Source: an optimization exercise on an open RTL-to-GDS flow (aim: small area). Production flows keep margins and buffers that such runs may drop.
Where RTL was checked, it was by simulation tests only, not by an equivalence proof against the original.
Power is estimated from default activity; no workload was simulated. No driver is modelled on the clock port, so clocking that relies on it looks cheaper here than on a real chip.

==> flow/design.v <==
`timescale 1ns / 1ps
module morph_open #(
    parameter IMG_H = 83
)
(
    input clk,
    input mask,
    input de_in,
    input h_sync_in,
    input v_sync_in,
    output de_out,
    output h_sync_out,
    output v_sync_out,
    output [23:0] open_out
);
localparam integer LSYNC = 4 * IMG_H + 9;                      
localparam integer LM    = 4 * IMG_H + 6;                       
localparam integer LDE   = 6 * IMG_H + 11;                      
reg [LDE-1:0]   s_de;
reg [LSYNC:0]   s_hs;
reg [LSYNC:0]   s_vs;
reg [LM-1:0]    s_m;
reg             e_r;
reg [LM-1:0]    s_e;
reg             d_r;
wire [24:0] ewin_de, ewin_m, dwin_e, dwin_de;
genvar gr, gc;
generate
    for (gr = 0; gr < 5; gr = gr + 1) begin : g_r
        for (gc = 0; gc < 5; gc = gc + 1) begin : g_c
            assign ewin_de[5*gr+gc] = s_de[1 + gc + IMG_H * gr];
            assign ewin_m[5*gr+gc]  = s_m[1 + gc + IMG_H * gr];
            assign dwin_e[5*gr+gc]  = s_e[1 + gc + IMG_H * gr];
            assign dwin_de[5*gr+gc] = s_de[172 + gc + IMG_H * gr];
        end
    end
endgenerate
wire [4:0] r_any, c_any;
generate
    for (gr = 0; gr < 5; gr = gr + 1) begin : g_rc
        assign r_any[gr] = ~&ewin_m[5*gr +: 5];
        assign c_any[gr] = ~(ewin_m[gr] & ewin_m[gr+5] & ewin_m[gr+10] & ewin_m[gr+15] & ewin_m[gr+20]);
    end
endgenerate
function amo5(input [4:0] a);
    amo5 = ~(((a[0] | a[1]) & (a[2] | a[3] | a[4])) | (a[0] & a[1]) | (a[2] & (a[3] | a[4])) | (a[3] & a[4]));
endfunction
wire ev = &ewin_de;
wire z2 = ~(amo5(r_any) & amo5(c_any));
wire dv = &dwin_de;
wire dor = |dwin_e;
always @(posedge clk) begin
    s_de <= {s_de[LDE-2:0], de_in};
    s_hs <= {s_hs[LSYNC-1:0], h_sync_in};
    s_vs <= {s_vs[LSYNC-1:0], v_sync_in};
    s_m  <= {s_m[LM-2:0], mask};
    e_r  <= ev & ~z2;
    s_e  <= {s_e[LM-2:0], e_r};
    d_r  <= dv & dor;
end
assign de_out     = s_de[LSYNC];
assign h_sync_out = s_hs[LSYNC];
assign v_sync_out = s_vs[LSYNC];
assign open_out   = {24{d_r}};
endmodule
clock: 5.0 ns
lec_check: 0
cap_margin: 20
core_margin: 2
core_utilization: 68
place_density: 0.72
slew_margin: 20
standard.sh (not shown) runs the stock make flow with config.mk's settings and CLKGATE_MAP_FILE= SYNTH_SCRIPT=/design/flow/synth_recipe.tcl, a recipe that flattens the netlist after the stock synthesis.
==> flow/flow/run.sh <==
#!/bin/bash
# The standard layout, with a leaner clock tree (no dummy loads, larger sink
# clusters, clkbuf_16 only) and the smallest buffer on each port.
set -euo pipefail
export CTS_ARGS="-sink_clustering_enable -repair_clock_nets -dont_use_dummy_load -sink_clustering_size 34 -sink_clustering_max_diameter 100 -buf_list {sky130_fd_sc_hd__buf_12 sky130_fd_sc_hd__clkbuf_16} -root_buf sky130_fd_sc_hd__clkbuf_16 -tree_buf sky130_fd_sc_hd__clkbuf_16 -sink_clustering_buffer sky130_fd_sc_hd__buf_12"
export BUFFER_PORTS_ARGS="-buffer_cell sky130_fd_sc_hd__buf_1"
bash standard.sh > standard.log 2>&1
The starting point completed with no timing, DRC or antenna violations.
Next try:
--- a/flow/design.v
+++ b/flow/design.v
@@ -35,18 +35,17 @@
         end
     end
 endgenerate
-wire [4:0] r_any, c_any;
+wire [4:0] r_any, r_two;
 generate
-    for (gr = 0; gr < 5; gr = gr + 1) begin : g_rc
-        assign r_any[gr] = ~&ewin_m[5*gr +: 5];
-        assign c_any[gr] = ~(ewin_m[gr] & ewin_m[gr+5] & ewin_m[gr+10] & ewin_m[gr+15] & ewin_m[gr+20]);
+    for (gr = 0; gr < 5; gr = gr + 1) begin : g_row
+        wire [4:0] z = ~ewin_m[5*gr +: 5];
+        assign r_any[gr] = |z;
+        assign r_two[gr] = (z[0] & (z[1] | z[2] | z[3] | z[4])) | (z[1] & (z[2] | z[3] | z[4])) | (z[2] & (z[3] | z[4])) | (z[3] & z[4]);
     end
 endgenerate
-function amo5(input [4:0] a);
-    amo5 = ~(((a[0] | a[1]) & (a[2] | a[3] | a[4])) | (a[0] & a[1]) | (a[2] & (a[3] | a[4])) | (a[3] & a[4]));
-endfunction
+wire two_rows = (r_any[0] & (r_any[1] | r_any[2] | r_any[3] | r_any[4])) | (r_any[1] & (r_any[2] | r_any[3] | r_any[4])) | (r_any[2] & (r_any[3] | r_any[4])) | (r_any[3] & r_any[4]);
 wire ev = &ewin_de;
-wire z2 = ~(amo5(r_any) & amo5(c_any));
+wire z2 = (|r_two) | two_rows;
 wire dv = &dwin_de;
 wire dor = |dwin_e;
 always @(posedge clk) begin
- routed wire length decreases by 0.60%
- sequential share of layout area fell by 0.14 points
- fmax rises by 1.6%
- clock power hardly moves
- final area is about the same
- die area barely changes
- setup slack gets better by 42 ps
- count of clock-buffer cells in the layout does not change
- first-iteration DRC count shrinks by 12%
- synthesized area is about the same
- cell count is about the same
- clock skew goes up by 5.5 ps
- core utilization grows by 0.11 points
- non-clock buffer count is unchanged
Function not checked in the second run of this note: the RTL went through the layout flow alone.

static timing again, ports no longer ideal:
How much do the figures lean on ideal ports? The routed layouts below were timed once more, with nothing changed but the port constraints. Step 1 sets driving cells, clkbuf_16 on the clock port and buf_2 on the other inputs (assumed; they add their load-dependent delay and slew). Step 2 moves the port delays by t, midway between the first and last clock arrival at a register: inputs arrive t later, outputs are due t later. That takes back most of the time a late clock gives input paths. Slacks: ideal / step 1 / step 2; pairs: ideal / step 1.
run | shift t [ns] | slack for setup (ns) | hold slack, ns | latest minus earliest clock arrival (ns)
the first run | 0.654 | 2.414 / 2.354 / 3.008 | 0.240 / 0.240 / 0.240 | 0.084 / 0.084
the second run | 0.662 | 2.456 / 2.399 / 3.062 | 0.238 / 0.238 / 0.238 | 0.080 / 0.079
After both steps every run listed still meets setup and hold.
